Background: an optimization exercise with open tools, aiming at small area and a short achievable clock period. Do not read the settings as production practice.
At most, simulation tests tie the RTL to the original design; equivalence was not proved.
The RTL of run 4 was laid out without a check of its function.
No activity file was given, so power comes from the tool's default toggle rates.

`design/flow/design.v`:
```
module FIR(Dout,
           Din,
           clk,
           reset);
    output  [17:0]  Dout;
    input   [7:0]   Din;
    input           clk, reset;
    reg [7:0]  x1, x2, x3, x4, x5, x6, x7;
    reg [15:0] S;
    wire s1, c2;
    ha u2 (x2[0], x4[0], s1, c2);
    wire s3, c4;
    fa u4 (x2[1], x4[1], c2, s3, c4);
    wire s5, c6;
    fa u6 (x2[2], x4[2], c4, s5, c6);
    wire s7, c8;
    fa u8 (x2[3], x4[3], c6, s7, c8);
    wire s9, c10;
    fa u10 (x2[4], x4[4], c8, s9, c10);
    wire s11, c12;
    fa u12 (x2[5], x4[5], c10, s11, c12);
    wire s13, c14;
    fa u14 (x2[6], x4[6], c12, s13, c14);
    wire s15, c16;
    fa u16 (x2[7], x4[7], c14, s15, c16);
    wire n17 = ~s1;
    wire n18 = ~s3;
    wire n19 = ~s5;
    wire n20 = ~s7;
    wire n21 = ~s9;
    wire n22 = ~s11;
    wire n23 = ~s13;
    wire n24 = ~s15;
    wire n25 = ~c16;
    wire n26 = ~x7[0];
    wire n27 = ~x7[1];
    wire n28 = ~x7[2];
    wire n29 = ~x7[3];
    wire n30 = ~x7[4];
    wire n31 = ~x7[5];
    wire n32 = ~x7[6];
    wire n33 = ~x7[7];
    wire s34, c35;
    fa u35 (x6[0], n26, Din[0], s34, c35);
    wire s36, c37;
    fa u37 (x6[1], n27, n17, s36, c37);
    wire s38, c39;
    fa u39 (s36, Din[1], c35, s38, c39);
    wire s40, c41;
    fa u41 (x6[2], x3[0], n28, s40, c41);
    wire s42, c43;
    fa u43 (s40, n18, c37, s42, c43);
    wire s44, c45;
    fa u45 (s42, Din[2], c39, s44, c45);
    wire n46 = ~s44;
    wire s47, c48;
    fa u48 (x6[3], x3[1], x7[0], s47, c48);
    wire s49, c50;
    fa u50 (n29, c41, s47, s49, c50);
    wire s51, c52;
    fa u52 (s49, c43, n19, s51, c52);
    wire s53, c54;
    fa u54 (s51, Din[3], c45, s53, c54);
    wire s55, c56;
    ha u56 (s44, s53, s55, c56);
    wire s57, c58;
    fa u58 (x6[0], x6[4], x3[0], s57, c58);
    wire s59, c60;
    fa u60 (x3[2], x7[1], n30, s59, c60);
    wire s61, c62;
    fa u62 (s1, c48, s57, s61, c62);
    wire s63, c64;
    fa u64 (s59, c50, s61, s63, c64);
    wire s65, c66;
    fa u66 (s63, n20, c52, s65, c66);
    wire s67, c68;
    fa u68 (Din[0], Din[4], s65, s67, c68);
    wire s69, c70;
    fa u70 (s67, c54, c56, s69, c70);
    wire s71, c72;
    fa u72 (x6[1], x6[5], x1[0], s71, c72);
    wire s73, c74;
    fa u74 (x5[0], x3[0], x3[1], s73, c74);
    wire s75, c76;
    fa u76 (x3[3], x7[2], n31, s75, c76);
    wire s77, c78;
    fa u78 (s1, c58, c60, s77, c78);
    wire s79, c80;
    fa u80 (s71, s73, s75, s79, c80);
    wire s81, c82;
    fa u82 (s3, c62, s77, s81, c82);
    wire s83, c84;
    fa u84 (s79, c64, s81, s83, c84);
    wire s85, c86;
    fa u86 (Din[1], Din[5], n21, s85, c86);
    wire s87, c88;
    fa u88 (c66, s83, s85, s87, c88);
    wire s89, c90;
    fa u90 (c68, s87, c70, s89, c90);
    wire s91, c92;
    fa u92 (x6[2], x6[6], x1[1], s91, c92);
    wire s93, c94;
    fa u94 (x5[1], x3[1], x3[2], s93, c94);
    wire s95, c96;
    fa u96 (x3[4], x7[3], n32, s95, c96);
    wire s97, c98;
    fa u98 (c72, c74, c76, s97, c98);
    wire s99, c100;
    fa u100 (s91, s93, s95, s99, c100);
    wire s101, c102;
    fa u102 (s3, c78, c80, s101, c102);
    wire s103, c104;
    fa u104 (s97, s99, s5, s103, c104);
    wire s105, c106;
    fa u106 (c82, s101, s103, s105, c106);
    wire s107, c108;
    fa u108 (Din[2], Din[6], c84, s107, c108);
    wire s109, c110;
    fa u110 (s105, n22, c86, s109, c110);
    wire s111, c112;
    fa u112 (s107, c88, s109, s111, c112);
    wire s113, c114;
    ha u114 (s111, c90, s113, c114);
    wire s115, c116;
    fa u116 (x6[3], x6[7], x1[2], s115, c116);
    wire s117, c118;
    fa u118 (x5[2], x3[2], x3[3], s117, c118);
    wire s119, c120;
    fa u120 (x3[5], x7[4], n33, s119, c120);
    wire s121, c122;
    fa u122 (c92, c94, c96, s121, c122);
    wire s123, c124;
    fa u124 (s115, s117, s119, s123, c124);
    wire s125, c126;
    fa u126 (c98, c100, s121, s125, c126);
    wire s127, c128;
    fa u128 (s123, s5, c102, s127, c128);
    wire s129, c130;
    fa u130 (s125, s7, c104, s129, c130);
    wire s131, c132;
    fa u132 (Din[3], Din[7], s127, s131, c132);
    wire s133, c134;
    fa u134 (c106, s129, c108, s133, c134);
    wire s135, c136;
    fa u136 (s131, n23, c110, s135, c136);
    wire s137, c138;
    fa u138 (s133, c112, s135, s137, c138);
    wire s139, c140;
    ha u140 (s137, c114, s139, c140);
    wire s141, c142;
    fa u142 (x6[4], x1[3], x5[3], s141, c142);
    wire s143, c144;
    fa u144 (x3[3], x3[4], x3[6], s143, c144);
    wire s145, c146;
    fa u146 (x7[5], c116, c118, s145, c146);
    wire s147, c148;
    fa u148 (c120, s141, s143, s147, c148);
    wire s149, c150;
    fa u150 (c122, s145, c124, s149, c150);
    wire s151, c152;
    fa u152 (s147, c126, s149, s151, c152);
    wire s153, c154;
    fa u154 (s7, c128, Din[4], s153, c154);
    wire s155, c156;
    fa u156 (s9, c130, s151, s155, c156);
    wire s157, c158;
    fa u158 (c132, s153, s155, s157, c158);
    wire s159, c160;
    fa u160 (c134, s157, n24, s159, c160);
    wire s161, c162;
    fa u162 (c136, c138, s159, s161, c162);
    wire s163, c164;
    ha u164 (s161, c140, s163, c164);
    wire s165, c166;
    fa u166 (x6[5], x1[4], x5[4], s165, c166);
    wire s167, c168;
    fa u168 (x3[4], x3[5], x3[7], s167, c168);
    wire s169, c170;
    fa u170 (x7[6], c142, c144, s169, c170);
    wire s171, c172;
    fa u172 (s165, s167, c146, s171, c172);
    wire s173, c174;
    fa u174 (c148, s169, s171, s173, c174);
    wire s175, c176;
    fa u176 (c150, s173, Din[5], s175, c176);
    wire s177, c178;
    fa u178 (c152, s9, c154, s177, c178);
    wire s179, c180;
    fa u180 (s11, c156, s175, s179, c180);
    wire s181, c182;
    fa u182 (s177, c158, s179, s181, c182);
    wire s183, c184;
    fa u184 (n25, s181, c160, s183, c184);
    wire s185, c186;
    fa u186 (c162, s183, c164, s185, c186);
    wire n187 = ~s185;
    wire s188, c189;
    fa u189 (x6[6], x1[5], x5[5], s188, c189);
    wire s190, c191;
    fa u191 (x3[5], x3[6], x7[7], s190, c191);
    wire s192, c193;
    fa u193 (c166, c168, s188, s192, c193);
    wire s194, c195;
    fa u195 (s190, c170, s192, s194, c195);
    wire s196, c197;
    fa u197 (c172, s194, c174, s196, c197);
    wire s198, c199;
    fa u199 (Din[6], s196, c176, s198, c199);
    wire s200, c201;
    fa u201 (s11, c178, s13, s200, c201);
    wire s202, c203;
    fa u203 (c180, s198, s200, s202, c203);
    wire s204, c205;
    fa u205 (c182, s202, c184, s204, c205);
    wire s206, c207;
    fa u207 (s204, c186, s185, s206, c207);
    wire s208, c209;
    fa u209 (x6[7], x1[6], x5[6], s208, c209);
    wire s210, c211;
    fa u211 (x3[6], x3[7], c189, s210, c211);
    wire s212, c213;
    fa u213 (c191, s208, c193, s212, c213);
    wire s214, c215;
    fa u215 (s210, c195, s212, s214, c215);
    wire s216, c217;
    fa u217 (Din[7], s214, c197, s216, c217);
    wire s218, c219;
    fa u219 (s216, c199, s13, s218, c219);
    wire s220, c221;
    fa u221 (s15, c201, s218, s220, c221);
    wire s222, c223;
    fa u223 (c203, s220, c205, s222, c223);
    wire w224 = ~(s222 ^ c207);
    wire w225 = s222 | c207;
    wire s226, c227;
    fa u227 (x1[7], x5[7], x3[7], s226, c227);
    wire s228, c229;
    fa u229 (c209, s226, c211, s228, c229);
    wire s230, c231;
    fa u231 (c213, s228, c215, s230, c231);
    wire s232, c233;
    fa u233 (s230, c217, c16, s232, c233);
    wire s234, c235;
    fa u235 (s15, c219, s232, s234, c235);
    wire s236, c237;
    fa u237 (c221, s234, c223, s236, c237);
    wire w238 = ~(s236 ^ w225);
    wire w239 = s236 | w225;
    wire s240, c241;
    fa u241 (c227, c229, c231, s240, c241);
    wire s242, c243;
    fa u243 (s240, c16, c233, s242, c243);
    wire s244, c245;
    fa u245 (s242, c235, c237, s244, c245);
    wire w246 = ~(s244 ^ w239);
    wire w247 = s244 | w239;
    wire s248, c249;
    fa u249 (c241, c243, c245, s248, c249);
    wire w250 = ~(s248 ^ w247);
    wire w251 = s248 | w247;
    wire w252 = ~(c249 ^ w251);
    wire w253 = c249 | w251;
    wire [15:0] S_next = {w252, w250, w246, w238, w224, s206, n187, s163, s139, s113, s89, s69, s55, n46, s38, s34};
    always @(posedge clk) begin
        if (reset) begin
            x1 <= 8'd0; x2 <= 8'd0; x3 <= 8'd0; x4 <= 8'd0;
            x5 <= 8'd0; x6 <= 8'd0; x7 <= 8'd0;
            S  <= 16'hFF01;
        end else begin
            x1 <= Din; x2 <= x1; x3 <= x2; x4 <= x3;
            x5 <= x4; x6 <= x5; x7 <= x6;
            S  <= S_next;
        end
    end
    wire [15:0] y;
    outadd ua (S, Din, 1'b0, y);
    assign Dout = {2'b00, y};
endmodule
module outadd(input [15:0] s, input [7:0] d, input [0:0] k, output [15:0] y);
    wire o_w1 = ~d[0];
    wire o_w2 = ~d[1];
    wire o_w3 = ~d[2];
    wire o_w4 = ~d[3];
    wire o_w5 = ~d[4];
    wire o_w6 = ~d[5];
    wire o_w7 = ~d[6];
    wire o_w8 = ~d[7];
    wire o_s9, o_c10;
    fa o_u10 (s[3], d[0], o_w4, o_s9, o_c10);
    wire o_s11, o_c12;
    fa o_u12 (s[4], d[1], o_w5, o_s11, o_c12);
    wire o_s13, o_c14;
    fa o_u14 (s[5], d[2], o_w6, o_s13, o_c14);
    wire o_s15, o_c16;
    fa o_u16 (s[6], d[3], o_w7, o_s15, o_c16);
    wire o_s17, o_c18;
    fa o_u18 (s[7], d[4], o_w8, o_s17, o_c18);
    wire o_s19, o_c20;
    ha o_u20 (s[8], d[5], o_s19, o_c20);
    wire o_s21, o_c22;
    ha o_u22 (s[9], d[6], o_s21, o_c22);
    wire o_s23, o_c24;
    ha o_u24 (s[10], d[7], o_s23, o_c24);
    wire o_s25, o_c26;
    ha o_u26 (s[0], o_w1, o_s25, o_c26);
    wire o_s27, o_c28;
    ha o_u28 (s[1], o_w2, o_s27, o_c28);
    wire o_s29, o_c30;
    ha o_u30 (s[2], o_w3, o_s29, o_c30);
    wire o_s31, o_c32;
    ha o_u32 (o_s11, o_c10, o_s31, o_c32);
    wire o_s33, o_c34;
    ha o_u34 (o_s13, o_c12, o_s33, o_c34);
    wire o_s35, o_c36;
    ha o_u36 (o_s15, o_c14, o_s35, o_c36);
    wire o_s37, o_c38;
    ha o_u38 (o_s17, o_c16, o_s37, o_c38);
    wire o_s39, o_c40;
    ha o_u40 (o_s19, o_c18, o_s39, o_c40);
    wire o_s41, o_c42;
    ha o_u42 (o_s21, o_c20, o_s41, o_c42);
    wire o_s43, o_c44;
    ha o_u44 (o_s23, o_c22, o_s43, o_c44);
    wire o_s45, o_c46;
    ha o_u46 (s[11], o_c24, o_s45, o_c46);
    wire o_w47 = o_c28 | (o_s27 & o_c26);
    wire o_w48 = o_s27 & o_s25;
    wire o_w49 = (o_s9 & o_c30);
    wire o_w50 = o_s9 & o_s29;
    wire o_w51 = o_c34 | (o_s33 & o_c32);
    wire o_w52 = o_s33 & o_s31;
    wire o_w53 = o_c38 | (o_s37 & o_c36);
    wire o_w54 = o_s37 & o_s35;
    wire o_w55 = o_c42 | (o_s41 & o_c40);
    wire o_w56 = o_s41 & o_s39;
    wire o_w57 = o_c46 | (o_s45 & o_c44);
    wire o_w58 = o_s45 & o_s43;
    wire o_w59 = s[13] & s[12];
    wire o_w60 = s[15] & s[14];
    wire o_w61 = o_c30 | (o_s29 & o_w47);
    wire o_w62 = o_s29 & o_w48;
    wire o_w63 = o_w49 | (o_w50 & o_w47);
    wire o_w64 = o_w50 & o_w48;
    wire o_w65 = o_c36 | (o_s35 & o_w51);
    wire o_w66 = o_s35 & o_w52;
    wire o_w67 = o_w53 | (o_w54 & o_w51);
    wire o_w68 = o_w54 & o_w52;
    wire o_w69 = o_c44 | (o_s43 & o_w55);
    wire o_w70 = o_s43 & o_w56;
    wire o_w71 = o_w57 | (o_w58 & o_w55);
    wire o_w72 = o_w58 & o_w56;
    wire o_w73 = s[14] & o_w59;
    wire o_w74 = o_w60 & o_w59;
    wire o_w75 = o_c32 | (o_s31 & o_w63);
    wire o_w76 = o_s31 & o_w64;
    wire o_w77 = o_w51 | (o_w52 & o_w63);
    wire o_w78 = o_w52 & o_w64;
    wire o_w79 = o_w65 | (o_w66 & o_w63);
    wire o_w80 = o_w66 & o_w64;
    wire o_w81 = o_w67 | (o_w68 & o_w63);
    wire o_w82 = o_w68 & o_w64;
    wire o_w83 = (s[12] & o_w71);
    wire o_w84 = s[12] & o_w72;
    wire o_w85 = (o_w59 & o_w71);
    wire o_w86 = o_w59 & o_w72;
    wire o_w87 = (o_w73 & o_w71);
    wire o_w88 = o_w73 & o_w72;
    wire o_w89 = (o_w74 & o_w71);
    wire o_w90 = o_w74 & o_w72;
    wire o_w91 = o_c40 | (o_s39 & o_w81);
    wire o_w92 = o_s39 & o_w82;
    wire o_w93 = o_w55 | (o_w56 & o_w81);
    wire o_w94 = o_w56 & o_w82;
    wire o_w95 = o_w69 | (o_w70 & o_w81);
    wire o_w96 = o_w70 & o_w82;
    wire o_w97 = o_w71 | (o_w72 & o_w81);
    wire o_w98 = o_w72 & o_w82;
    wire o_w99 = o_w83 | (o_w84 & o_w81);
    wire o_w100 = o_w84 & o_w82;
    wire o_w101 = o_w85 | (o_w86 & o_w81);
    wire o_w102 = o_w86 & o_w82;
    wire o_w103 = o_w87 | (o_w88 & o_w81);
    wire o_w104 = o_w88 & o_w82;
    wire o_w105 = o_w89 | (o_w90 & o_w81);
    wire o_w106 = o_w90 & o_w82;
    wire o_w107 = o_s27 ^ o_c26;
    wire o_w108 = o_s29 ^ o_w47;
    wire o_w109 = o_s9 ^ o_w61;
    wire o_w110 = o_s31 ^ o_w63;
    wire o_w111 = o_s33 ^ o_w75;
    wire o_w112 = o_s35 ^ o_w77;
    wire o_w113 = o_s37 ^ o_w79;
    wire o_w114 = o_s39 ^ o_w81;
    wire o_w115 = o_s41 ^ o_w91;
    wire o_w116 = o_s43 ^ o_w93;
    wire o_w117 = o_s45 ^ o_w95;
    wire o_w118 = s[12] ^ o_w97;
    wire o_w119 = s[13] ^ o_w99;
    wire o_w120 = s[14] ^ o_w101;
    wire o_w121 = s[15] ^ o_w103;
    assign y = {o_w121, o_w120, o_w119, o_w118, o_w117, o_w116, o_w115, o_w114, o_w113, o_w112, o_w111, o_w110, o_w109, o_w108, o_w107, o_s25};
endmodule
module fa(input a, input b, input c, output s, output co);
    assign s = a ^ b ^ c;
    assign co = (a & b) | (a & c) | (b & c);
endmodule
module ha(input a, input b, output s, output co);
    assign s = a ^ b;
    assign co = a & b;
endmodule
```
`design/flow/flow/run.sh`:
```
#!/bin/bash
# Own layout flow: the standard ORFS flow (standard.sh's make command and
# synthesis, unchanged), with these changes after synthesis:
#  - timing repair aims at a setup slack margin of $MARGIN ns,
#  - port buffers are buf_2 cells (ORFS's default pick is a delay cell),
#  - clock tree: clkbuf_8 buffers, larger sink clusters, no dummy loads.
# ORFS writes each tool's log under orfs/logs/; make's output goes to
# make_*.log in this folder.
set -euo pipefail
MARGIN=5
MAKELINE=$(grep '^make ' standard.sh | sed 's/"\${@:-finish}"//')
run_make() { eval "$MAKELINE"' "$@"'; }
run_make synth > make_synth.log 2>&1
run_make "SETUP_SLACK_MARGIN=$MARGIN" \
  "BUFFER_PORTS_ARGS=-buffer_cell sky130_fd_sc_hd__buf_2" \
  "CTS_ARGS=-sink_clustering_enable -repair_clock_nets -dont_use_dummy_load -buf_list sky130_fd_sc_hd__clkbuf_8 -sink_clustering_size 30 -sink_clustering_max_diameter 100" \
  finish > make_finish.log 2>&1
# everything is built: this only writes out/final.def from the final layout
bash standard.sh finish > make_def.log 2>&1
```
`design/flow/standard.sh`:
```
#!/bin/bash
# synth_recipe.tcl (not shown) runs the flow's synth.tcl, then flattens the netlist and writes it again
# the make line also repeats each setting of config.mk as NAME=value (left out here)
make -C /OpenROAD-flow-scripts/flow DESIGN_CONFIG=/design/flow/config.mk WORK_HOME=/design/flow/orfs CLKGATE_MAP_FILE= SYNTH_SCRIPT=/design/flow/synth_recipe.tcl "${@:-finish}"
```
`design/flow/config.mk`:
```
export PLATFORM = sky130hd
export DESIGN_NAME = FIR
export DESIGN_NICKNAME = FIR
export VERILOG_FILES = /design/flow/design.v
export SDC_FILE = /design/flow/constraint.sdc
export NUM_CORES = 4
export LEC_CHECK = 0
export CAP_MARGIN = 20
export CORE_MARGIN = 2
export CORE_UTILIZATION = 75
export PLACE_DENSITY = 0.85
export SETUP_SLACK_MARGIN = 5
export SLEW_MARGIN = 20
export SYNTH_HIERARCHICAL = 1
export SYNTH_MINIMUM_KEEP_SIZE = 0
```
`design/flow/constraint.sdc`:
```
create_clock -name core_clock -period 12.0 [get_ports {clk}]
set_input_delay 2.4000 -clock core_clock [delete_from_list [all_inputs] [get_ports {clk}]]
set_output_delay 2.4000 -clock core_clock [all_outputs]
set_load 0.01 [all_outputs]
```
==> results of run 1 <==
==> synth_stat cells <==
cell      number
a211o_1        3
a211oi_2       2
a21boi_0       1
a21boi_2       1
a21o_1         2
a21oi_1        2
a21oi_2        4
buf_2          6
buf_4         18
buf_6          2
conb_1         1
dfxtp_1       72
fa_1         112
ha_1          27
inv_1         33
nand2_1        2
nand2b_1       6
nand3_1        1
nand4_1        1
nor2_1         7
nor2_2         1
nor2b_1       62
nor3_4         1
o21a_1         1
o21ai_1        1
o21bai_1       2
or2_1          3
or2_2          1
xnor2_1       10
xor2_1         2
==> power by group through the flow <==
stage / sequential, µW / combinational, µW / clock [µW]
finish: 285 / 837 / 147
detailed placement: 290 / 620 / 0
CTS: 284 / 648 / 149
global placement: 289 / 589 / 0
global route: 288 / 940 / 159
floorplan: 286 / 536 / 0
==> worst max path at each step <==
stage | start | slack, ns | to | cells after the start
finish | Din[0] | 4.95 | S[15] | 20
global placement | Din[0] | 4.71 | S[15] | 20
detailed placement | Din[0] | 4.59 | S[15] | 20
global route | Din[0] | 4.81 | S[15] | 20
CTS | Din[4] | 4.98 | Dout[9] | 13
floorplan | Din[0] | 5.00 | S[15] | 19
==> kinds of logic (layout without fill, tap and decap cells) <==
family                     Yosys count  after routing  share of synthesized area [%]
xor gates and xnor gates            12             12                          2.054
DFF                                 72             72                          28.17
other                                1              2                        0.07328
adders and majority gates          139            139                          50.42
buffers and inverters               59             73                          6.088
AOI/OAI and AO/OA                   19             19                          3.080
and+or+nand+nor                     85             85                          10.12
==> routing by layer <==
layer | vias to the layer above | track usage, % | share of wire (%)
met5 | - | 0 | 0
met1 | 1440 | 35.55 | 39
met2 | 49 | 48.04 | 55
met3 | 32 | 5.238 | 2.7
li1 | 1191 | - | -
met4 | 0 | 12.50 | 3.4
==> registers in the layout (all words and copies together), names as in the netlist <==
signal,count
x3,8
x5,8
x7,8
x4,8
x2,8
x6,8
x1,8
S,16
==> repair_timing <==
item                       4_1_cts  5_1_grt
setup endpoints to repair        4        7
resized for setup               11       30
setup buffers                    3        3
pin swaps                        8       22
==> critical path, cell delays in order <==
cell      delay [ns]
buf_12          0.11
fa_2            0.36
fa_2            0.41
fa_2            0.40
fa_1            0.47
ha_2            0.20
fa_2            0.36
fa_2            0.39
ha_4            0.18
ha_4            0.16
ha_4            0.16
fa_1            0.52
fa_2            0.39
inv_2           0.08
ha_4            0.13
ha_4            0.14
ha_4            0.14
ha_4            0.14
xnor2_2         0.10
nand2b_1        0.06
==> area by class of cell <==
class	count	area share, %
Inverter	33	2.237
Timing Repair Buffer	31	3.751
Tap cell	80	1.808
Multi-Input combinational cell	257	63.94
Sequential cell	72	26.03
Clock buffer	9	2.237
==> per-module statistics from Yosys, one instance, submodules excluded <==
| module | flops+latches | area (µm²) | copies in the design | cells |
|---|---|---|---|---|
| ha | 0 | 12.51 | 19 | 1 |
| fa | 0 | 20.02 | 112 | 1 |
| outadd | 0 | 535.5 | 1 | 74 |
| FIR | 72 | 2102 | 1 | 182 |
==> stage by stage <==
step / hold slack, ns / util (%)
3_5_place_dp: 0.4668 / 77.43
2_1_floorplan: 0.4422 / -
3_3_place_gp: 0.4460 / 77.43
5_1_grt: 0.4821 / 82.88
4_1_cts: 0.4745 / 80.21
6_report: 0.4730 / 82.88
==> flow_results.org, run 1 <==
** Status
- Status :: no timing/DRC/antenna violations

** Place
- Number of placed cells counting well taps :: 467
- I/O Buffers :: 25
- Routability-driven placement finished with a final weighted congestion of 0.8597.
- Pre-CTS WS :: 4.586 ns
- DP Wirelength :: 6.960 mm
- The placed instances occupy a cell area of 5174 µm².

** Synth
- Dividing the synthesized area by the synthesized cell count gives 13.22 µm².
- Of all cell types, the one taking the most synthesized area is fa_1.
- Post-synthesis sequential area ratio :: 28.17%
- In the synthesized netlist, the number of instances is 387.
- Synth area leaders :: fa_1, dfxtp_1, nor2b_1
- Summing every instance area after synthesis gives 5117 µm².
- Flip-flop and latch count after synthesis :: 72
- Top cell type's share of synthesized area :: 43.81%
- Number of different library cells in the post-synthesis netlist :: 30
- Synth warnings :: 7

** Power and ir drop
- Areal power density over the cells :: 229.3 nW/µm²
- Summed over all nets, the switching power comes to 507.4 µW.
- Part of the power in combinational logic :: 65.9%
- In this run switching power makes up 39.96% of total power.
- Share of total power in the clock network :: 11.6%
- Total leakage power :: 0.002396 µW
- Across the VDD grid, the largest voltage drop is 0.2802 mV.
- After layout, the design draws a total of 1270 µW.
- Sequential cells account for 22.5% of the total power.
- The internal portion of the total power is 762.5 µW.

** Cells and area
- The filler cells instantiated in the layout total 350.
- Post-route cell area :: 5538 µm²
- Summing all flip-flop and latch instances after layout gives 1441 µm².
- After the last flow step, the layout net total stands at 553.
- Compared with the post-synthesis result, the final layout area differs by 8.215%.
- Cells with a size suffix above 1 make up 18.66% of the layout.
- The top cell types in the final layout, fill and taps aside, are fa_1, dfxtp_1, nor2b_1.
- The number of antenna diodes in the final layout is 0.
- Most common cell after layout, fill and taps aside :: fa_1
- Area taken by multi-input logic gates :: 3541 µm²
- The count of cells in the finished layout, fillers not included, comes to 482.

** Global routing
- Number of global-route vias before repair :: 3231
- Global-route wire length before repair :: 15.40 mm
- For this run, the total global-route usage over all layers was measured as 28.20%.
- Pin count of the biggest net entering global routing :: 73
- The number of antenna violations at the first check in global routing was 0.
- Total congestion overflow :: 0

** Timing
- Worst-case clock skew :: 0.02136 ns
- In this run the tightest slew margin relative to its limit is 53.68%.
- Final period utilization :: 58.79%
- Hold violation total from the final report :: 0
- For the pin with the worst max-slew slack, the measured transition is 0.6948 ns.
- In the final timing run, aggregate negative setup slack is 0 ns.
- Setup repair after global routing could not meet its margin everywhere.
- Max Clk Rate :: 0.1418 GHz
- Final worst-path setup slack :: 4.945 ns
- Setup violations remaining at the end of the flow were counted as 0.
- Subtracting the final worst setup slack from the clock period gives 7.055 ns.
- Max-slew violation total from the final report :: 0

** Clock network
- Htree depth :: 3
- TritonCTS built the clock tree.
- Cts-stage hold buffer count :: 0
- The clock passes through at most 2 buffers.
- The tree built by TritonCTS fans out to 72 sinks.
- Clk Latency, worst-skew pair :: 0.35 ns
- Cell at the root of the clock tree :: clkbuf_8
- Reg clk slew, reported paths :: 0.08 ns
- The number of clock buffers added by TritonCTS is 9.

** Detailed routing
- Overall via count from detail_route :: 2712
- DRC viols :: 0
- Detailed router's first-iteration violation count :: 86
- In this run the remaining antenna-violating nets after routing total 0.
- DR pass1 iterations :: 4
- In the routed layout, each cell is associated on average with a via count of 5.627.
- Final routed wirelength across all metal layers :: 9.336 mm
- In the final routed layout, each cell accounts on average for 19.37 µm.

** Flow run
- Across the run, the number of max-cap violations was 0.

** Floorplanning
- In this run the vertical extent of the chip is 86.60 µm.
- The die covers 7500 µm².
- After floorplanning, the core was divided into 30 placement rows.
- Core area :: 6681 µm²
- Die width :: 86.60 µm
- Once the floorplan was initialized, standard cells occupied 76.59% of the core.
- Pin placement for this block handled 28 I/O pins.

** Setup path
- The critical path is of the primary input to flop type.
- Of all nets on the critical path, the largest fanout is 5.
- FF-to-FF Start :: x4[0]
- Worst Path Arrival :: 7.31 ns
- In this run the critical register-to-register path is captured at S[15].
- Path depth of the worst reg2reg path :: 20
- STA classifies the critical path endpoint as a flop.
- Worst setup slack for register-to-register paths :: 5.11 ns
- STA classifies the critical path startpoint as a primary input.
- STA puts the critical path data required time at 12.25 ns.

** Worst hold path
- Worst hold-check path type :: flop to flop
- For hold timing, the worst endpoint is x3[0].
- Startpoint of the worst hold path :: x2[0]
- Counting instances, the worst hold path has a depth of 1.
==> run 2: changes to the inputs <==
--- a/design/flow/flow/run.sh
+++ b/design/flow/flow/run.sh
@@ -13,7 +13,7 @@
 run_make synth > make_synth.log 2>&1
 run_make "SETUP_SLACK_MARGIN=$MARGIN" \
   "BUFFER_PORTS_ARGS=-buffer_cell sky130_fd_sc_hd__buf_2" \
-  "CTS_ARGS=-sink_clustering_enable -repair_clock_nets -dont_use_dummy_load -buf_list sky130_fd_sc_hd__clkbuf_8 -sink_clustering_size 30 -sink_clustering_max_diameter 100" \
+  "CTS_ARGS=-sink_clustering_enable -repair_clock_nets -dont_use_dummy_load -buf_list sky130_fd_sc_hd__clkbuf_16 -sink_clustering_size 40 -sink_clustering_max_diameter 300 -distance_between_buffers 200" \
   finish > make_finish.log 2>&1
 # everything is built: this only writes out/final.def from the final layout
 bash standard.sh finish > make_def.log 2>&1
--- a/design/flow/config.mk
+++ b/design/flow/config.mk
@@ -7,8 +7,7 @@
 export LEC_CHECK = 0
 export CAP_MARGIN = 20
 export CORE_MARGIN = 2
-export CORE_UTILIZATION = 75
-export PLACE_DENSITY = 0.85
+export CORE_UTILIZATION = 40
 export SETUP_SLACK_MARGIN = 5
 export SLEW_MARGIN = 20
 export SYNTH_HIERARCHICAL = 1
==> flow_results.org, run 2 <==
** Status
- Status: no timing/DRC/antenna violations (unchanged).

** Cells and area
- Post-route cell area :: 5759 µm² (was 5538 µm²)
- The register with the most flip-flops is S (unchanged).
- Most frequent cells in the layout: fa_1, dfxtp_1, nor2b_1 (unchanged).
- The antenna diode count is 0 (unchanged).
- Fin nets :: 554 (was 553)
- Non-Filler Instances :: 575 (was 482)
- Most common cell after layout, fill and taps aside :: fa_1 (unchanged)
- The flip-flop count of the largest register, all copies and words added was 16 (unchanged).
- Share of final-layout standard cells stronger than drive strength 1 :: 18.61% (was 18.66%)
- Count of filler cells inserted in the layout :: 1135 (was 350)
- The signed area change from the synthesized netlist to the final layout is 12.54% (was 8.215%).
- The area taken by multi-input logic gates came to 3536 µm² (was 3541 µm²).
- The sequential cell area is 1441 µm² (unchanged).

** Setup path
- The critical path required time came to 12.21 ns (was 12.25 ns).
- The worst setup path startpoint is Din[0] (unchanged).
- The cell class contributing the biggest share of worst-path delay is adder cells (unchanged).
- The minimum setup slack among reg-to-reg paths came to 5.13 ns (was 5.11 ns).
- Most repeated library cell on the critical path :: ha_4 (unchanged)
- The delay of the slowest cell on the worst path came to 0.55 ns (was 0.52 ns).
- The critical path's slowest cell was fa_1 (unchanged).
- The reg-to-reg endpoint was S[15] (unchanged).
- Worst Path Arrival :: 7.20 ns (was 7.31 ns)
- Type of element capturing the critical path :: flop (unchanged)
- CP bufs+invs :: 2 (unchanged)
- Path depth of the worst reg2reg path :: 20 (unchanged)
- The biggest fanout along the worst timing path is 4 (was 5).
- Worst path cell trace: buf_12 -> fa_2 -> fa_2 -> fa_2 -> fa_1 -> ha_2 -> fa_2 -> fa_2 -> ha_4 -> ha_4 -> ha_4 -> fa_1 -> fa_2 -> inv_2 -> ha_4 -> ha_4 -> ha_4 -> ha_4 -> xnor2_2 -> nand2b_1 (unchanged).
- FF-to-FF Start :: x2[0] (was x4[0])
- The kind of critical path is primary input to flop (unchanged).
- Worst setup SP type :: primary input (unchanged)

** Detailed routing
- Post-DRT Antenna Nets :: 0 (unchanged)
- The total DRC errors in the routed layout came to 0 (unchanged).
- The number of optimization iterations in the first detailed-route pass came to 4 (unchanged).
- The total number of vias was 2601 (was 2712).
- The wire length per cell after detailed routing is 14.07 µm (was 19.37 µm).
- The DRC violation total after the first TritonRoute iteration was 85 (was 86).
- Final routed wirelength across all metal layers :: 8.090 mm (was 9.336 mm)
- The via-per-instance ratio is 4.523 (was 5.627).

** Clock network
- Bufs on Longest Clock Path :: 2 (unchanged)
- The clock input transition at the sequential cells of the worst setup and hold paths was 0.05 ns (was 0.08 ns).
- The depth of the CTS H-tree was 3 (unchanged).
- The number of buffers inserted for hold repair after clock tree synthesis is 0 (unchanged).
- The number of clock sinks was 72 (unchanged).
- CTS Buf Count :: 9 (unchanged)
- The clock root buffer is clkbuf_16 (was clkbuf_8).
- Clk Latency, worst-skew pair :: 0.33 ns (was 0.35 ns)
- The CTS tree is done (unchanged).

** Synth
- The share of Yosys cell area claimed by the top area cell type was 43.81% (unchanged).
- Cell types with the highest counts after synthesis :: fa_1, dfxtp_1, nor2b_1 (unchanged)
- Number of different library cells in the post-synthesis netlist :: 30 (unchanged)
- Cells after Synth :: 387 (unchanged)
- The most used flip-flop cell after synthesis is dfxtp_1 (unchanged).
- Number of synthesized flops with an enable pin :: 0 (unchanged)
- Largest area contributor in the netlist :: fa_1 (unchanged)
- Synth area leaders: fa_1, dfxtp_1, nor2b_1 (unchanged).
- Syn Std Cell Area :: 5117 µm² (unchanged)
- Share of async-settable or async-resettable flops after synthesis :: 0% (unchanged)
- The post-synthesis register bit count came to 72 (unchanged).
- Top-count cell post-synth :: fa_1 (unchanged)
- Synth warnings :: 7 (unchanged)
- Average footprint of a synthesized cell :: 13.22 µm² (unchanged)
- The fraction of the yosys area taken by sequential cells was 28.17% (unchanged).

** Place
- The placed instance area was 5296 µm² (was 5174 µm²).
- The number of buffer cells added on primary ports is 25 (unchanged).
- The HPWL after detailed placement is 6.731 mm (was 6.960 mm).
- Weighted congestion reported at the end of routability-driven placement :: 0.8097 (was 0.8597)
- The total placed cells including tap cells was 560 (was 467).
- The post-placement setup slack came to 4.665 ns (was 4.586 ns).

** Timing
- Worst-case clock skew :: 0.01028 ns (was 0.02136 ns)
- Transition at the pin with the smallest max-transition slack :: 0.6694 ns (was 0.6948 ns)
- Setup TNS Final :: 0 ns (unchanged)
- The final hold violation count was 0 (unchanged).
- Setup repair after global routing missed its margin: yes (unchanged).
- Remaining max-slew budget at the tightest pin :: 55.37% (was 53.68%)
- The timing-limited maximum frequency was 0.1431 GHz (was 0.1418 GHz).
- Max-slew violation total from the final report :: 0 (unchanged)
- The final count of negative-setup-slack endpoints came to 0 (unchanged).
- Min Clock Period, post-route :: 6.990 ns (was 7.055 ns)
- The final worst slack was 5.010 ns (was 4.945 ns).
- Final period utilization :: 58.25% (was 58.79%)

** Power and ir drop
- The static leakage is 0.002454 µW (was 0.002396 µW).
- Total design power :: 1235 µW (was 1270 µW)
- The power density over the cells was 214.4 nW/µm² (was 229.3 nW/µm²).
- The highest ir drop seen on vdd is 0.1122 mV (was 0.2802 mV).

** Global routing
- Number of antenna violations at the first check in global routing :: 0 (unchanged)
- The leftover overflow at the end of global routing was 0 (unchanged).
- Number of global-route vias before repair :: 2846 (was 3231)
- Global-route wire length before repair :: 13.77 mm (was 15.40 mm)
- The global-route total usage across every layer came to 13.61% (was 28.20%).
- The pin count of the biggest net entering global routing came to 73 (unchanged).

** Worst hold path
- Cell count of the worst hold path :: 1 (unchanged)
- The kind of path behind the tightest hold check is flop to flop (unchanged).
- Startpoint of the worst hold path :: x5[5] (was x2[0])
- End of the worst hold path :: x6[5] (was x3[0])

** Floorplanning
- The placeable core area came to 12570 µm² (was 6681 µm²).
- The number of primary I/O pins was 28 (unchanged).
- Die Height :: 117.1 µm (was 86.60 µm)
- The die width is 117.1 µm (was 86.60 µm).
- Die ar. :: 13710 µm² (was 7500 µm²)
- Initial core utilization :: 40.72% (was 76.59%)
- The row count came to 41 (was 30).

** Flow run
- Max-capacitance violation count :: 0 (unchanged)
[run 2: kinds of logic after synthesis]
logic type | count (synthesis) | share of synthesized area, %
xor+xnor | 12 | 2.054
fa+ha+maj | 139 | 50.42
buf+inv | 59 | 6.088
flops | 72 | 28.17
other cells | 1 | 0.07328
compound gates | 19 | 3.080
simple gates | 85 | 10.12
[run 2: per-module statistics from Yosys, one instance, submodules excluded]
| module | flip-flops and latches | area (µm²) | times used | cells inside |
|---|---|---|---|---|
| fa | 0 | 20.02 | 112 | 1 |
| outadd | 0 | 535.5 | 1 | 74 |
| FIR | 72 | 2102 | 1 | 182 |
| ha | 0 | 12.51 | 19 | 1 |
[run 2: worst max path at each step]
stage	to	slack (ns)	cells after the start
5_1_grt	Dout[9]	4.86	12
3_5_place_dp	S[15]	4.67	20
6_report	S[15]	5.01	20
4_1_cts	Dout[9]	4.99	13
2_1_floorplan	S[15]	5.00	19
3_3_place_gp	S[15]	4.72	20
[run 2: final cells by class]
class	count	area share [%]
Multi-Input combinational cell	257	61.39
Sequential cell	72	25.03
Clock buffer	9	3.910
Timing Repair Buffer	32	3.780
Tap cell	172	3.737
Inverter	33	2.151
[run 2: power breakdown]
group / switching, µW / leakage, µW / internal (µW)
clock: 85.9 / 0.000111 / 131
combinational: 354 / 0.00175 / 380
sequential: 14.2 / 0.000590 / 270
total: 454 / 0.00245 / 781
[run 2: metal layers]
| metal | track usage, % | up-vias | wire [µm] |
|---|---|---|---|
| li1 | - | 1189 | - |
| met1 | 17.93 | 1368 | 3622 |
| met2 | 22.24 | 36 | 4102 |
| met3 | 3.605 | 8 | 257 |
| met4 | 4.235 | 0 | 107 |
| met5 | 0 | - | 0 |
[run 2: repair_timing]
action	in CTS	in global routing
pin swaps	6	23
gates resized for setup	7	34
endpoints found under the setup margin	3	5
endpoints found under the hold margin	0	0
buffers inserted	2	4
[run 2: per-stage QoR]
stage	hold slack (ns)	utilization, %
3_3_place_gp	0.4565	42.14
2_1_floorplan	0.4422	-
5_1_grt	0.4821	45.82
4_1_cts	0.4685	44.27
3_5_place_dp	0.4611	42.14
6_report	0.4666	45.82
==> run 3: changes to the inputs <==
--- a/design/flow/flow/run.sh
+++ b/design/flow/flow/run.sh
@@ -13,7 +13,7 @@
 run_make synth > make_synth.log 2>&1
 run_make "SETUP_SLACK_MARGIN=$MARGIN" \
   "BUFFER_PORTS_ARGS=-buffer_cell sky130_fd_sc_hd__buf_2" \
-  "CTS_ARGS=-sink_clustering_enable -repair_clock_nets -dont_use_dummy_load -buf_list sky130_fd_sc_hd__clkbuf_16 -sink_clustering_size 40 -sink_clustering_max_diameter 300 -distance_between_buffers 200" \
+  "CTS_ARGS=-sink_clustering_enable -repair_clock_nets -dont_use_dummy_load -buf_list sky130_fd_sc_hd__clkbuf_8 -sink_clustering_size 36 -sink_clustering_max_diameter 300 -sink_clustering_levels 1" \
   finish > make_finish.log 2>&1
 # everything is built: this only writes out/final.def from the final layout
 bash standard.sh finish > make_def.log 2>&1
==> flow_results.org, run 3 <==
** Floorplanning
- The number of primary I/O pins came to 28 (unchanged).
- Die Height :: 117.1 µm (unchanged)
- The area of the die is 13710 µm² (unchanged).
- The starting utilization of the core area is 40.72% (unchanged).
- The die width came to 117.1 µm (unchanged).
- The placeable core area was 12570 µm² (unchanged).
- The row count came to 41 (unchanged).

** Timing
- Worst-case clock skew :: 0.01741 ns (was 0.01028 ns)
- Setup repair after global routing missed its margin: yes (unchanged).
- The final hold violation count is 0 (unchanged).
- The time the worst path needs with I/O delays and setup was 6.978 ns (was 6.990 ns).
- The timing-limited maximum frequency is 0.1433 GHz (was 0.1431 GHz).
- The slew of the pin with the lowest slew margin came to 0.6729 ns (was 0.6694 ns).
- The final max-slew violation count was 0 (unchanged).
- The final count of negative-setup-slack endpoints came to 0 (unchanged).
- The final-layout setup total negative slack came to 0 ns (unchanged).
- Remaining max-slew budget at the tightest pin :: 55.14% (was 55.37%)
- The fraction of the cycle the final worst path needs came to 58.15% (was 58.25%).

** Cells and area
- The fraction of layout instances using a drive strength above 1 was 18.86% (was 18.61%).
- The final-layout fill cell count was 1151 (was 1135).
- Most common cell after layout, fill and taps aside :: fa_1 (unchanged)
- Util after Layout :: 45.04% (was 45.82%)
- Non-Filler Instances :: 575 (unchanged)
- The sequential cell area was 1441 µm² (unchanged).
- The antenna diode count came to 0 (unchanged).
- Max reg flops :: 16 (unchanged)
- Most frequent cells in the layout :: fa_1, dfxtp_1, nor2b_1 (unchanged)
- Largest reg by FF count :: S (unchanged)
- Syn-to-layout area delta :: 10.61% (was 12.54%)
- Area taken by multi-input logic gates :: 3538 µm² (was 3536 µm²)
- The layout net count came to 554 (unchanged).

** Setup path
- Slowest cell on crit path :: fa_1 (unchanged)
- Kind of critical path :: primary input to flop (unchanged)
- Worst setup SP type :: primary input (unchanged)
- Required time of the critical path :: 12.23 ns (was 12.21 ns)
- The biggest fanout along the worst timing path came to 4 (unchanged).
- Type of element capturing the critical path :: flop (unchanged)
- The cell class contributing the biggest share of worst-path delay is adder cells (unchanged).
- The data arrival time of the worst path is 7.21 ns (was 7.20 ns).
- Worst path cell trace: buf_12 -> fa_2 -> fa_2 -> fa_2 -> fa_1 -> ha_2 -> fa_2 -> fa_2 -> ha_4 -> ha_4 -> ha_4 -> fa_1 -> fa_2 -> inv_2 -> ha_4 -> ha_4 -> ha_4 -> ha_4 -> xnor2_2 -> nand2b_1 (unchanged).
- The most repeated library cell on the critical path is ha_4 (unchanged).
- CP bufs+invs :: 2 (unchanged)
- The delay of the slowest cell on the worst path is 0.49 ns (was 0.55 ns).

** Global routing
- The global-route total usage across every layer is 13.66% (was 13.61%).
- The pin count of the biggest net entering global routing came to 73 (unchanged).
- Number of antenna violations at the first check in global routing :: 0 (unchanged)
- The leftover overflow at the end of global routing was 0 (unchanged).
- Global-route wire length before repair :: 13.76 mm (was 13.77 mm)
- Number of global-route vias before repair :: 2862 (was 2846)

** Detailed routing
- Overall via count from detail_route :: 2582 (was 2601)
- DR pass1 iterations :: 4 (unchanged)
- DRC viols :: 0 (unchanged)
- The via-per-instance ratio is 4.490 (was 4.523).
- The wire length per cell after detailed routing came to 14.03 µm (was 14.07 µm).
- The final routed wirelength across all metal layers is 8.070 mm (was 8.090 mm).
- The remaining number of nets flagged by the antenna check after routing came to 0 (unchanged).
- Detailed router's first-iteration violation count :: 92 (was 85)

** Power and ir drop
- Power dissipated by switching net loads :: 445.2 µW (was 453.9 µW)
- Share of total power in the clock network :: 12.3% (was 17.6%)
- The static leakage came to 0.002405 µW (was 0.002454 µW).
- Part of the power in combinational logic :: 63.3% (was 59.4%)
- The highest ir drop seen on vdd came to 0.1221 mV (was 0.1122 mV).
- Internal Power :: 717.7 µW (was 781.1 µW)
- Switching share of total power :: 38.28% (was 36.75%)
- Areal power density over the cells :: 205.4 nW/µm² (was 214.4 nW/µm²)
- The register share of total power was 24.4% (was 23.0%).

** Clock network
- The maximum count of clock buffers along a single path was 2 (unchanged).
- Reg clk slew, reported paths :: 0.07 ns (was 0.05 ns)
- Htree depth :: 3 (unchanged)
- The CTS tree is done (unchanged).
- Cell at the root of the clock tree :: clkbuf_8 (was clkbuf_16)
- The number of buffers created by CTS is 9 (unchanged).
- Cts-stage hold buffer count :: 0 (unchanged)
- The clock latency at the later pin of the worst-skew pair is 0.36 ns (was 0.33 ns).
- The number of clock sinks was 72 (unchanged).

** Synth
- The fraction of the yosys area taken by sequential cells is 28.17% (unchanged).
- The number of warnings reported in the yosys synthesis log is 7 (unchanged).
- Top-count cell post-synth :: fa_1 (unchanged)
- The number of standard cells after synthesis was 387 (unchanged).
- Synth area leaders :: fa_1, dfxtp_1, nor2b_1 (unchanged)
- The post-synthesis cell area is 5117 µm² (unchanged).
- Flip-flop and latch count after synthesis :: 72 (unchanged)
- Share of async-settable or async-resettable flops after synthesis :: 0% (unchanged)
- Average footprint of a synthesized cell :: 13.22 µm² (unchanged)
- The share of Yosys cell area claimed by the top area cell type was 43.81% (unchanged).
- The top cell type by total area after synthesis is fa_1 (unchanged).
- Cell types with the highest counts after synthesis :: fa_1, dfxtp_1, nor2b_1 (unchanged)
- Dominant register cell in the synthesized netlist :: dfxtp_1 (unchanged)
- The count of unique library cells instantiated by Yosys came to 30 (unchanged).
- Number of synthesized flops with an enable pin :: 0 (unchanged)

** Place
- Weighted congestion reported at the end of routability-driven placement :: 0.8097 (unchanged)
- DP Wirelength :: 6.731 mm (unchanged)
- The total placed cells including tap cells is 560 (unchanged).
- I/O Buffers :: 25 (unchanged)

** Flow run
- Max-capacitance violation count :: 0 (unchanged)

** Status
- Status: no timing/DRC/antenna violations (unchanged).

** Worst hold path
- The kind of path behind the tightest hold check is flop to flop (unchanged).
-- run 3: repair_timing --
| item | CTS | global route |
|---|---|---|
| setup buffers | 2 | 4 |
| pin swaps | 4 | 26 |
| resized for setup | 7 | 35 |
| endpoints found under the setup margin | 3 | 5 |
-- run 3: per-layer routing --
layer	track usage (%)	part of all wire, %	vias up
li1	-	-	1187
met4	5.176	1.3	0
met2	22.27	51	30
met5	0	0	-
met3	3.296	3.1	7
met1	17.86	45	1358
-- run 3: kinds of logic after synthesis --
| family | share of synthesized area, % |
|---|---|
| other | 0.07328 |
| buffers and inverters | 6.088 |
| DFF | 28.17 |
| adders and majority gates | 50.42 |
| and+or+nand+nor | 10.12 |
| xor gates and xnor gates | 2.054 |
| AOI/OAI and AO/OA | 3.080 |
-- run 3: modules after synthesis (local to each module, per instance) --
module / flops+latches / cells inside / copies in the design / area (µm²)
FIR: 72 / 182 / 1 / 2102
outadd: 0 / 74 / 1 / 535.5
fa: 0 / 1 / 112 / 20.02
ha: 0 / 1 / 19 / 12.51
-- run 3: path summary, 6_finish.rpt --
path / startpoint / to / slack (ns) / cells after the start
hold / removal: x5[5] / x6[5] / 0.46 / 1
setup reg to reg: x2[0] / S[15] / 5.19 / 20
setup / recovery: Din[0] / S[15] / 5.02 / 20
hold reg to reg: x5[5] / x6[5] / 0.46 / 1
-- run 3: metrics by stage --
step	hold slack (ns)	worst slack, ns	power [µW]	area, µm²
4_1_cts	0.4705	4.978	1055	5463
3_3_place_gp	0.4565	4.716	888.5	5296
2_1_floorplan	0.4422	5.001	822.0	5136
6_report	0.4649	5.022	1163	5660
5_1_grt	0.4847	4.870	1307	5660
3_5_place_dp	0.4611	4.665	896.0	5296
-- run 3: worst register-to-register path, delay by kind of cell, from the launching register on --
family	cells	cell delay (ns)
fa+ha+maj	16	6.10
simple gates	1	0.06
xor+xnor	1	0.14
flops	1	0.31
buf+inv	2	0.12
-- run 3: layout make-up --
cell class / instances / area share, %
repair buffers: 32 / 3.846
well taps: 172 / 3.802
inverters: 33 / 2.188
clock buffers: 9 / 2.188
multi-input cells: 257 / 62.51
flip-flops and latches: 72 / 25.46
-- run 3: power by group through the flow --
stage                     clock, µW  combinational [µW]  sequential [µW]
after floorplan                   0                 536              286
after detailed placement          0                 606              290
after CTS                       151                 619              284
after global routing            160                 861              286
after global placement            0                 599              289
final                           143                 736              283
==> run 4: changes to the inputs <==
--- a/design/flow/design.v
+++ b/design/flow/design.v
@@ -277,6 +277,9 @@
     assign Dout = {2'b00, y};
 endmodule
 module outadd(input [15:0] s, input [7:0] d, input [0:0] k, output [15:0] y);
+    wire [4:0] px, po, pn;
+    dpx upx (d, px);
+    dpon upo (d, po, pn);
     wire o_w1 = ~d[0];
     wire o_w2 = ~d[1];
     wire o_w3 = ~d[2];
@@ -285,16 +288,16 @@
     wire o_w6 = ~d[5];
     wire o_w7 = ~d[6];
     wire o_w8 = ~d[7];
-    wire o_s9, o_c10;
-    fa o_u10 (s[3], d[0], o_w4, o_s9, o_c10);
-    wire o_s11, o_c12;
-    fa o_u12 (s[4], d[1], o_w5, o_s11, o_c12);
-    wire o_s13, o_c14;
-    fa o_u14 (s[5], d[2], o_w6, o_s13, o_c14);
-    wire o_s15, o_c16;
-    fa o_u16 (s[6], d[3], o_w7, o_s15, o_c16);
-    wire o_s17, o_c18;
-    fa o_u18 (s[7], d[4], o_w8, o_s17, o_c18);
+    wire o_w9 = s[3] ^ px[0];
+    wire o_w10 = s[3] ? po[0] : pn[0];
+    wire o_w11 = s[4] ^ px[1];
+    wire o_w12 = s[4] ? po[1] : pn[1];
+    wire o_w13 = s[5] ^ px[2];
+    wire o_w14 = s[5] ? po[2] : pn[2];
+    wire o_w15 = s[6] ^ px[3];
+    wire o_w16 = s[6] ? po[3] : pn[3];
+    wire o_w17 = s[7] ^ px[4];
+    wire o_w18 = s[7] ? po[4] : pn[4];
     wire o_s19, o_c20;
     ha o_u20 (s[8], d[5], o_s19, o_c20);
     wire o_s21, o_c22;
@@ -308,15 +311,15 @@
     wire o_s29, o_c30;
     ha o_u30 (s[2], o_w3, o_s29, o_c30);
     wire o_s31, o_c32;
-    ha o_u32 (o_s11, o_c10, o_s31, o_c32);
+    ha o_u32 (o_w11, o_w10, o_s31, o_c32);
     wire o_s33, o_c34;
-    ha o_u34 (o_s13, o_c12, o_s33, o_c34);
+    ha o_u34 (o_w13, o_w12, o_s33, o_c34);
     wire o_s35, o_c36;
-    ha o_u36 (o_s15, o_c14, o_s35, o_c36);
+    ha o_u36 (o_w15, o_w14, o_s35, o_c36);
     wire o_s37, o_c38;
-    ha o_u38 (o_s17, o_c16, o_s37, o_c38);
+    ha o_u38 (o_w17, o_w16, o_s37, o_c38);
     wire o_s39, o_c40;
-    ha o_u40 (o_s19, o_c18, o_s39, o_c40);
+    ha o_u40 (o_s19, o_w18, o_s39, o_c40);
     wire o_s41, o_c42;
     ha o_u42 (o_s21, o_c20, o_s41, o_c42);
     wire o_s43, o_c44;
@@ -325,8 +328,8 @@
     ha o_u46 (s[11], o_c24, o_s45, o_c46);
     wire o_w47 = o_c28 | (o_s27 & o_c26);
     wire o_w48 = o_s27 & o_s25;
-    wire o_w49 = (o_s9 & o_c30);
-    wire o_w50 = o_s9 & o_s29;
+    wire o_w49 = (o_w9 & o_c30);
+    wire o_w50 = o_w9 & o_s29;
     wire o_w51 = o_c34 | (o_s33 & o_c32);
     wire o_w52 = o_s33 & o_s31;
     wire o_w53 = o_c38 | (o_s37 & o_c36);
@@ -385,7 +388,7 @@
     wire o_w106 = o_w90 & o_w82;
     wire o_w107 = o_s27 ^ o_c26;
     wire o_w108 = o_s29 ^ o_w47;
-    wire o_w109 = o_s9 ^ o_w61;
+    wire o_w109 = o_w9 ^ o_w61;
     wire o_w110 = o_s31 ^ o_w63;
     wire o_w111 = o_s33 ^ o_w75;
     wire o_w112 = o_s35 ^ o_w77;
@@ -400,6 +403,25 @@
     wire o_w121 = s[15] ^ o_w103;
     assign y = {o_w121, o_w120, o_w119, o_w118, o_w117, o_w116, o_w115, o_w114, o_w113, o_w112, o_w111, o_w110, o_w109, o_w108, o_w107, o_s25};
 endmodule
+module dpx(input [7:0] d, output [4:0] x);
+    assign x[0] = ~(d[0] ^ d[3]);   
+    assign x[1] = ~(d[1] ^ d[4]);   
+    assign x[2] = ~(d[2] ^ d[5]);   
+    assign x[3] = ~(d[3] ^ d[6]);   
+    assign x[4] = ~(d[4] ^ d[7]);   
+endmodule
+module dpon(input [7:0] d, output [4:0] o, output [4:0] n);
+    assign o[0] = d[0] | ~d[3];   
+    assign n[0] = d[0] & ~d[3];
+    assign o[1] = d[1] | ~d[4];   
+    assign n[1] = d[1] & ~d[4];
+    assign o[2] = d[2] | ~d[5];   
+    assign n[2] = d[2] & ~d[5];
+    assign o[3] = d[3] | ~d[6];   
+    assign n[3] = d[3] & ~d[6];
+    assign o[4] = d[4] | ~d[7];   
+    assign n[4] = d[4] & ~d[7];
+endmodule
 module fa(input a, input b, input c, output s, output co);
     assign s = a ^ b ^ c;
     assign co = (a & b) | (a & c) | (b & c);
--- a/design/flow/flow/run.sh
+++ b/design/flow/flow/run.sh
@@ -13,7 +13,7 @@
 run_make synth > make_synth.log 2>&1
 run_make "SETUP_SLACK_MARGIN=$MARGIN" \
   "BUFFER_PORTS_ARGS=-buffer_cell sky130_fd_sc_hd__buf_2" \
-  "CTS_ARGS=-sink_clustering_enable -repair_clock_nets -dont_use_dummy_load -buf_list sky130_fd_sc_hd__clkbuf_8 -sink_clustering_size 36 -sink_clustering_max_diameter 300 -sink_clustering_levels 1" \
+  "CTS_ARGS=-sink_clustering_enable -repair_clock_nets -dont_use_dummy_load -buf_list sky130_fd_sc_hd__clkbuf_8 -sink_clustering_size 30 -sink_clustering_max_diameter 100" \
   finish > make_finish.log 2>&1
 # everything is built: this only writes out/final.def from the final layout
 bash standard.sh finish > make_def.log 2>&1
==> flow_results.org, run 4 <==
** Cells and area
- The layout net count came to 576 (was 554).
- The flip-flop count of the largest register, all copies and words added came to 16 (unchanged).
- Largest reg by FF count :: S (unchanged)
- The antenna diode count is 0 (unchanged).
- Most common cell after layout, fill and taps aside :: fa_1 (unchanged)
- Syn-to-layout area delta :: 12.08% (was 10.61%)
- The fraction of layout instances using a drive strength above 1 is 21.40% (was 18.86%).
- Most frequent cells in the layout: fa_1, dfxtp_1, nor2b_1 (unchanged).
- Count of filler cells inserted in the layout :: 1178 (was 1151)

** Place
- The HPWL after detailed placement was 7.226 mm (was 6.731 mm).
- The final estimated routing congestion in global placement is 0.8311 (was 0.8097).
- I/O Buffers :: 25 (unchanged)

** Power and ir drop
- Reg power frac :: 23.9% (was 24.4%)
- Total leakage power :: 0.002467 µW (was 0.002405 µW)
- Part of the power in combinational logic :: 64.3% (was 63.3%)
- Power dissipated by switching net loads :: 483.9 µW (was 445.2 µW)
- The highest ir drop seen on vdd was 0.1057 mV (was 0.1221 mV).
- The total power is 1214 µW (was 1163 µW).
- Share of total power in the clock network :: 11.8% (was 12.3%)
- Switching share of total power :: 39.87% (was 38.28%)
- The internal power consumption came to 729.6 µW (was 717.7 µW).
- Areal power density over the cells :: 206.9 nW/µm² (was 205.4 nW/µm²)

** Clock network
- Reg clk slew, reported paths :: 0.06 ns (was 0.07 ns)
- Htree depth :: 3 (unchanged)
- The clock root buffer is clkbuf_8 (unchanged).
- The maximum count of clock buffers along a single path was 2 (unchanged).
- Clock tree from TritonCTS :: done (unchanged)
- CTS Buf Count :: 9 (unchanged)
- Clock sink count :: 72 (unchanged)
- The clock latency at the later pin of the worst-skew pair was 0.35 ns (was 0.36 ns).

** Timing
- The headroom to the max-slew limit was 54.62% (was 55.14%).
- Count of final setup violators :: 0 (unchanged)
- The final-layout worst hold slack came to 0.4754 ns (was 0.4649 ns).
- The worst clock skew is 0.01977 ns (was 0.01741 ns).
- Setup TNS Final :: 0 ns (unchanged)
- Final period utilization :: 57.64% (was 58.15%)
- The final hold violation count was 0 (unchanged).
- Setup repair after global routing missed its margin: no (was yes).
- The slew of the pin with the lowest slew margin was 0.6806 ns (was 0.6729 ns).
- Max Clk Rate :: 0.1446 GHz (was 0.1433 GHz)
- Min Clock Period, post-route :: 6.916 ns (was 6.978 ns)
- The final max-slew violation count came to 0 (unchanged).

** Floorplanning
- Number of rows created at floorplan :: 41 (unchanged)
- The starting utilization of the core area was 41.30% (was 40.72%).
- Die width :: 118.4 µm (was 117.1 µm)
- The placeable core area is 12670 µm² (was 12570 µm²).
- The area of the die was 14010 µm² (was 13710 µm²).
- Die Height :: 118.4 µm (was 117.1 µm)
- I/O pin cnt :: 28 (unchanged)

** Synth
- The most used flip-flop cell after synthesis is dfxtp_1 (unchanged).
- Synth area leaders: fa_1, dfxtp_1, nor2b_1 (unchanged).
- Synth warnings :: 7 (unchanged)
- The most used standard cell by instance count after synthesis was fa_1 (unchanged).
- Cells after Synth :: 414 (was 387)
- The post-synthesis register bit count was 72 (unchanged).
- Syn Std Cell Area :: 5233 µm² (was 5117 µm²)
- The number of enable-type register cells in the synthesized netlist came to 0 (unchanged).
- The count of unique library cells instantiated by Yosys is 33 (was 30).
- Cell types with the highest counts after synthesis :: fa_1, dfxtp_1, nor2b_1 (unchanged)
- The average cell area after synthesis came to 12.64 µm² (was 13.22 µm²).
- The top cell type by total area after synthesis is fa_1 (unchanged).
- The share of Yosys cell area claimed by the top area cell type was 40.94% (was 43.81%).
- The fraction of the yosys area taken by sequential cells was 27.55% (was 28.17%).
- Share of async-settable or async-resettable flops after synthesis :: 0% (unchanged)

** Detailed routing
- Final routed wirelength across all metal layers :: 9.025 mm (was 8.070 mm)
- The wire length per cell after detailed routing is 14.99 µm (was 14.03 µm).
- Overall via count from detail_route :: 2795 (was 2582)
- The via-per-instance ratio is 4.643 (was 4.490).
- The number of optimization iterations in the first detailed-route pass is 4 (unchanged).
- The remaining number of nets flagged by the antenna check after routing was 0 (unchanged).
- The total DRC errors in the routed layout was 0 (unchanged).
- The DRC violation total after the first TritonRoute iteration is 91 (was 92).

** Status
- Status: no timing/DRC/antenna violations (unchanged).

** Setup path
- The element type at the critical path start is a primary input (unchanged).
- The delay of the slowest cell on the worst path came to 0.50 ns (was 0.49 ns).
- Required time of the critical path :: 9.60 ns (was 12.23 ns)
- The data arrival time of the worst path came to 4.52 ns (was 7.21 ns).
- Type of element capturing the critical path :: output port (was flop)
- The kind of critical path was primary input to output port (was primary input to flop).
- Slowest cell on crit path :: or4b_1 (was fa_1)
- Path depth of the worst reg2reg path :: 20 (unchanged)
- Maximum fanout encountered on the critical timing path :: 7 (was 4)
- Launching element of the worst setup path :: Din[1] (was Din[0])
- FF-to-FF Start :: x2[0] (unchanged)
- Worst path cell trace :: buf_4 -> nand2b_1 -> mux2_2 -> ha_4 -> a21oi_4 -> o21ai_2 -> a41oi_4 -> nor3_2 -> or4b_1 -> buf_2 (was buf_12 -> fa_2 -> fa_2 -> fa_2 -> fa_1 -> ha_2 -> fa_2 -> fa_2 -> ha_4 -> ha_4 -> ha_4 -> fa_1 -> fa_2 -> inv_2 -> ha_4 -> ha_4 -> ha_4 -> ha_4 -> xnor2_2 -> nand2b_1)

** Global routing
- Number of global-route vias before repair :: 3089 (was 2862)
- Pin count of the biggest net entering global routing :: 73 (unchanged)
- The global-route total usage across every layer came to 14.22% (was 13.66%).
- The number of antenna violations at the first check in global routing is 0 (unchanged).
- Total congestion overflow :: 0 (unchanged)
- The wire length of the first global-routing pass came to 15.46 mm (was 13.76 mm).

** Worst hold path
- The kind of path behind the tightest hold check was flop to flop (unchanged).
- The number of cells traversed by the worst hold path is 1 (unchanged).
- The worst hold path startpoint was x2[0] (was x5[5]).

** Flow run
- The total of max-cap violations was 0 (unchanged).
==> run 4: kinds of logic (layout without fill, tap and decap cells) <==
| family | after synthesis | in the layout | share of synthesized area (%) |
|---|---|---|---|
| simple gates | 105 | 105 | 11.98 |
| mux | 5 | 5 | 1.076 |
| compound gates | 21 | 21 | 2.846 |
| buf+inv | 56 | 71 | 5.739 |
| xor+xnor | 20 | 20 | 3.348 |
| other cells | 1 | 2 | 0.07167 |
| fa+ha+maj | 134 | 134 | 47.39 |
| flops | 72 | 72 | 27.55 |
==> run 4: worst paths after layout <==
check | slack (ns) | end
worst max register to register | 5.22 | S[15]
worst min-delay path | 0.48 | x3[0]
worst max-delay path | 5.08 | Dout[11]
worst min register to register | 0.48 | x3[0]
==> run 4: per-layer routing <==
metal / track usage, % / part of all wire (%)
met1: 18.20 / 43
met2: 23.52 / 52
met3: 4.006 / 3.5
met4: 4.315 / 1.4
met5: 0 / 0
==> run 4: area by class of cell <==
cell class              instances  area (µm²)  area share [%]
clock buffers                   9       123.9           2.112
inverters                      30       112.6           1.920
multi-input cells             287        3765           64.20
flip-flops and latches         72        1443           24.60
well taps                     172       215.2           3.670
repair buffers                 32       205.2           3.499
==> run 4: power groups by stage <==
stage | logic [µW] | registers (µW) | clock network [µW]
6_report | 781 | 290 | 143
5_1_grt | 903 | 293 | 160
4_1_cts | 664 | 288 | 152
3_5_place_dp | 634 | 294 | 0
3_3_place_gp | 613 | 292 | 0
2_1_floorplan | 550 | 288 | 0
==> run 4: modules after synthesis (local to each module, per instance) <==
module  cells  times used
dpon       10           1
fa          1         107
FIR       182           1
dpx         5           1
outadd     91           1
ha          1          19
==> run 4: critical path: cells and delay by family <==
kind            cells  cell delay [ns]
compound gates      3             0.54
simple gates        3             0.71
buf+inv             2             0.30
mux                 1             0.29
fa+ha+maj           1             0.27
==> run 4: timing repair <==
| action | 4_1_cts | 5_1_grt |
|---|---|---|
| setup buffers | 3 | 3 |
| hold endpoints to repair | 0 | 0 |
| pin swaps | 10 | 16 |
| setup endpoints to repair | 8 | 9 |
| gates resized for setup | 21 | 36 |
| hold buffers | 0 | 0 |
==> run 4: through the flow <==
step	utilization (%)	setup slack [ns]	instances	cell area [µm²]
floorplan	-	5.001	415	5251
global placement	42.71	4.708	587	5411
detailed placement	42.71	4.567	587	5411
CTS	44.58	5.004	599	5649
global route	46.28	4.980	602	5864
finish	46.28	5.084	602	5864

-- port drivers added, routing unchanged --
No port has a modelled driver above. Below, the same layouts with a new extraction and two added sets of constraints. Step 1 assumes that a clkbuf_16 drives the clock port and a buf_2 every other input. Step 2 adds t to the input delays and takes it off the output delays; t is the mean of the earliest and latest rising clock arrival at the registers after step 1. Input paths then give back, and output paths get back, about the clock's delay inside the block. Slacks: ideal / step 1 / step 2; pairs: ideal / step 1.
| run | t, ns | slack for setup (ns) | worst setup path after step 2 | slew at the worst register clock pin (ns) |
|---|---|---|---|---|
| run 1 | 0.370 | 4.945 / 4.919 / 4.549 | input to register | 0.08 / 0.08 |
| run 2 | 0.360 | 5.010 / 4.976 / 4.634 | input to register | 0.06 / 0.06 |
| run 3 | 0.378 | 5.022 / 4.997 / 4.625 | input to register | 0.08 / 0.08 |
| run 4 | 0.371 | 5.084 / 5.055 / 4.736 | input to register | 0.08 / 0.08 |
After both steps setup and hold are still met in every run listed. For run 3, which loses most, drivers alone change the setup slack by -0.025 ns; drivers and shift together by -0.397 ns.
